From an optimization exercise on the open Yosys and OpenROAD flow, aimed at small area and a short achievable clock period; shortcuts taken in it are not production practice. RTL that was checked went through simulation tests only; none was proved equivalent to the original. Power figures rest on the tool's default switching activity, not on a simulated workload.

## fp_add
module fp_add #(
    parameter pDATA_WIDTH = 64,
    parameter pEXP_WIDTH  = 11,
    parameter pFRAC_WIDTH = 52
) (
    input  [(pDATA_WIDTH-1):0] in_A,
    input  [(pDATA_WIDTH-1):0] in_B,
    input                      clk,
    input                      rst_n,
    input                      in_valid,
    output [(pDATA_WIDTH-1):0] result,
    output                     out_valid
);
    wire [10:0] ea_s0 = in_A[62:52];
    wire [10:0] eb_s0 = in_B[62:52];
    wire [6:0] dab_s0;
    wire [5:0] dh_s0;
    fpa_add #(.N(7)) u_dab_0 (.a({1'b0, ea_s0[5:0]}), .b({1'b1, ~eb_s0[5:0]}), .ci(1'b1), .s(dab_s0));
    fpa_add #(.N(6)) u_dh_0 (.a({1'b0, ea_s0[10:6]}), .b({1'b1, ~eb_s0[10:6]}), .ci(1'b1), .s(dh_s0));
    wire elt_s0 = dh_s0[5] | (~|dh_s0 & dab_s0[6]);
    reg v_al;
    always @(posedge clk or negedge rst_n)
        if (!rst_n) v_al <= 1'b0;
        else v_al <= in_valid;
    reg [63:0] A_al;
    always @(posedge clk) A_al <= in_A;
    reg [63:0] B_al;
    always @(posedge clk) B_al <= in_B;
    reg [6:0] dab_al;
    always @(posedge clk) dab_al <= dab_s0;
    reg [5:0] dh_al;
    always @(posedge clk) dh_al <= dh_s0;
    reg elt_al;
    always @(posedge clk) elt_al <= elt_s0;
    wire xa_s1 = &A_al[62:52];
    wire xb_s1 = &B_al[62:52];
  ...
Settings: LEC_CHECK=0, ABC_AREA=1, CAP_MARGIN=20, CORE_MARGIN=2, CORE_UTILIZATION=60, SLEW_MARGIN=20; clock period 12.5 ns.
standard.sh (not shown) runs the stock make flow with config.mk's settings and CLKGATE_MAP_FILE= SYNTH_SCRIPT=/design/flow/synth_recipe.tcl, a recipe that flattens the netlist after the stock synthesis.
==> flow/flow/run.sh <==
#!/bin/bash
bash standard.sh ADDER_MAP_FILE= SETUP_SLACK_MARGIN=8.9 \
  "CTS_ARGS=-sink_clustering_enable -repair_clock_nets -sink_clustering_size 16 -sink_clustering_max_diameter 60 -dont_use_dummy_load -buf_list sky130_fd_sc_hd__clkbuf_8 -root_buf sky130_fd_sc_hd__clkbuf_16" \
  POST_GLOBAL_PLACE_TCL=$PWD/flow/post_gpl.tcl "BUFFER_PORTS_ARGS=-buffer_cell sky130_fd_sc_hd__buf_1" finish > standard.log 2>&1
==> flow/flow/post_gpl.tcl <==
# POST_GLOBAL_PLACE hook: every port got a buf_1 buffer (BUFFER_PORTS_ARGS); make the
# output ports' buffers buf_2, which drive the output load faster.
foreach port [get_ports -filter "direction == output"] {
  set net [get_nets [get_full_name $port]]
  foreach pin [get_pins -of_objects $net -filter "direction == output"] {
    set inst [get_cells -of_objects $pin]
    if {[get_property $inst ref_name] eq "sky130_fd_sc_hd__buf_1"} {
      replace_cell $inst sky130_fd_sc_hd__buf_2
    }
  }
}
The baseline produced a clean layout.
Change:
--- a/flow/design.v
+++ b/flow/design.v
@@ -11,26 +11,30 @@
     output [(pDATA_WIDTH-1):0] result,
     output                     out_valid
 );
     wire [10:0] ea_s0 = in_A[62:52];
     wire [10:0] eb_s0 = in_B[62:52];
     wire [6:0] dab_s0;
+    wire [6:0] dba_s0;
     wire [5:0] dh_s0;
     fpa_add #(.N(7)) u_dab_0 (.a({1'b0, ea_s0[5:0]}), .b({1'b1, ~eb_s0[5:0]}), .ci(1'b1), .s(dab_s0));
+    fpa_add #(.N(7)) u_dba_0 (.a({1'b0, eb_s0[5:0]}), .b({1'b1, ~ea_s0[5:0]}), .ci(1'b1), .s(dba_s0));
     fpa_add #(.N(6)) u_dh_0 (.a({1'b0, ea_s0[10:6]}), .b({1'b1, ~eb_s0[10:6]}), .ci(1'b1), .s(dh_s0));
     wire elt_s0 = dh_s0[5] | (~|dh_s0 & dab_s0[6]);
     reg v_al;
     always @(posedge clk or negedge rst_n)
         if (!rst_n) v_al <= 1'b0;
         else v_al <= in_valid;
     reg [63:0] A_al;
     always @(posedge clk) A_al <= in_A;
     reg [63:0] B_al;
     always @(posedge clk) B_al <= in_B;
     reg [6:0] dab_al;
     always @(posedge clk) dab_al <= dab_s0;
+    reg [6:0] dba_al;
+    always @(posedge clk) dba_al <= dba_s0;
     reg [5:0] dh_al;
     always @(posedge clk) dh_al <= dh_s0;
     reg elt_al;
     always @(posedge clk) elt_al <= elt_s0;
     wire xa_s1 = &A_al[62:52];
     wire xb_s1 = &B_al[62:52];
@@ -39,17 +43,15 @@
     wire nan_s1 = (xa_s1 & ~mza_s1) | (xb_s1 & ~mzb_s1) | (xa_s1 & xb_s1 & (A_al[63] ^ B_al[63]));
     wire spec_s1 = xa_s1 | xb_s1;
     wire isg_s1 = xa_s1 ? A_al[63] : B_al[63];
     wire dh0_s1 = ~|dh_al;
     wire dh1_s1 = (dh_al == 6'd1);
     wire dhm_s1 = (dh_al == 6'h3F);
-    wire dlz_s1 = ~|dab_al[5:0];
-    wire sat_s1 = (~dh_al[5] & ~dh0_s1 & ~dh1_s1) | (dh1_s1 & ~dab_al[6]) | (dh_al[5] & ~dhm_s1) | (dhm_s1 & (dab_al[6] | dlz_s1));
-    wire [5:0] ngm_s1 = {|dab_al[4:0], |dab_al[3:0], |dab_al[2:0], |dab_al[1:0], dab_al[0], 1'b0};
-    wire [5:0] sh_s1 = dab_al[5:0] ^ ({6{elt_al}} & ngm_s1);
-    wire eeq_s1 = dh0_s1 & dlz_s1;
+    wire sat_s1 = (~dh_al[5] & ~dh0_s1 & ~dh1_s1) | (dh1_s1 & ~dab_al[6]) | (dh_al[5] & ~dhm_s1) | (dhm_s1 & ~dba_al[6]);
+    wire [5:0] sh_s1 = elt_al ? dba_al[5:0] : dab_al[5:0];
+    wire eeq_s1 = dh0_s1 & ~|dab_al[5:0];
     wire ha_s1 = |A_al[62:52];
     wire hb_s1 = |B_al[62:52];
     wire [52:0] bm_s1 = elt_al ? {hb_s1, B_al[51:0]} : {ha_s1, A_al[51:0]};
     wire [52:0] sm_s1 = elt_al ? {ha_s1, A_al[51:0]} : {hb_s1, B_al[51:0]};
     wire [10:0] be_s1 = elt_al ? B_al[62:52] : A_al[62:52];
     wire mlt_s1;
@@ -147,22 +149,51 @@
     wire rup_s6 = n6_s6[3] & (n6_s6[4] | |n6_s6[2:0]);
     wire [51:0] fm_s6 = n6_s6[55:4];
     wire [10:0] fe_s6 = zero_s6 ? 11'd0 : e1_s6;
     wire fs_s6 = sgn_n4 & ~zero_s6;
     wire fr_s6 = rup_s6;
     wire [62:0] mr_s7;
-    fpa_inc #(.N(63)) u_inc_7 (.a({fe_s6, fm_s6}), .ci(fr_s6), .s(mr_s7), .co());
+    fpa_incb #(.N(63), .B(8)) u_inc_7 (.a({fe_s6, fm_s6}), .ci(fr_s6), .s(mr_s7));
     wire [63:0] res_s7 = {fs_s6, mr_s7};
     reg v_o;
     always @(posedge clk or negedge rst_n)
         if (!rst_n) v_o <= 1'b0;
         else v_o <= v_n4;
     reg [63:0] res_o;
     always @(posedge clk) res_o <= res_s7;
     assign result = res_o;
     assign out_valid = v_o;
+endmodule
+module fpa_incb #(parameter N = 8, parameter B = 4) (
+    input  [N-1:0] a,
+    input          ci,
+    output [N-1:0] s
+);
+    localparam NB = (N + B - 1) / B;
+    wire [NB*B-1:0] ax = {{(NB*B-N){1'b0}}, a};
+    wire [NB-1:0] ball;
+    wire [NB-1:0] ps;
+    genvar i, j;
+    generate
+        for (i = 0; i < NB; i = i + 1) begin : bl
+            assign ball[i] = &ax[i*B +: B];
+        end
+    endgenerate
+    fpa_inc #(.N(NB)) u_pre (.a(ball), .ci(ci), .s(ps), .co());
+    wire [NB*B-1:0] sx;
+    generate
+        for (i = 0; i < NB; i = i + 1) begin : bs
+            wire [B:0] c;
+            assign c[0] = ps[i] ^ ball[i];
+            for (j = 0; j < B; j = j + 1) begin : bt
+                assign c[j+1] = c[j] & ax[i*B+j];
+                assign sx[i*B+j] = ax[i*B+j] ^ c[j];
+            end
+        end
+    endgenerate
+    assign s = sx[N-1:0];
 endmodule
 module fpa_add #(parameter N = 8) (
     input  [N-1:0] a,
     input  [N-1:0] b,
     input          ci,
     output [N-1:0] s
Effect: First-iteration DRC count is about the same. Worst setup slack got worse by 0.038 ns. Count of clock-buffer cells in the layout went up by 1. Via count increases by a few percent. Cell count rises by a few percent. Flip-flop and latch count came out higher by 6. Global-route usage is higher by 0.72 points. Register-to-register slack improved by 0.02 ns. Total power grows by a few percent. Utilization hardly moves. Cell area rose slightly. Maximum frequency drops slightly. Die area grows slightly. Area after synthesis came out higher slightly.
No functional check of the RTL was part of the second run of this note.

==> afterwards: timing with drivers on the ports <==
Ports are ideal in the flow. The routed layouts listed here were re-timed in OpenROAD.
Step 1 assumes that a clkbuf_16 drives the clock port and a buf_2 every other input.
Step 2 moves the port delays by t, midway between the first and last clock arrival at a register: inputs arrive t later, outputs are due t later. That takes back most of the time a late clock gives input paths.
Slacks: no drivers / after step 1 / after step 2; pairs: no drivers / after step 1.
| run | shift t [ns] | slack for setup (ns) | worst data-port slew with drivers (ns) |
|---|---|---|---|
| the first run | 0.601 | 8.969 / 8.910 / 8.499 | 0.04 |
| the second run | 0.591 | 8.931 / 8.873 / 8.412 | 0.05 |
After both steps every run listed still meets setup and hold. The setup slack of the second run, which loses most, moves by -0.058 ns with the drivers and by -0.519 ns with both steps.
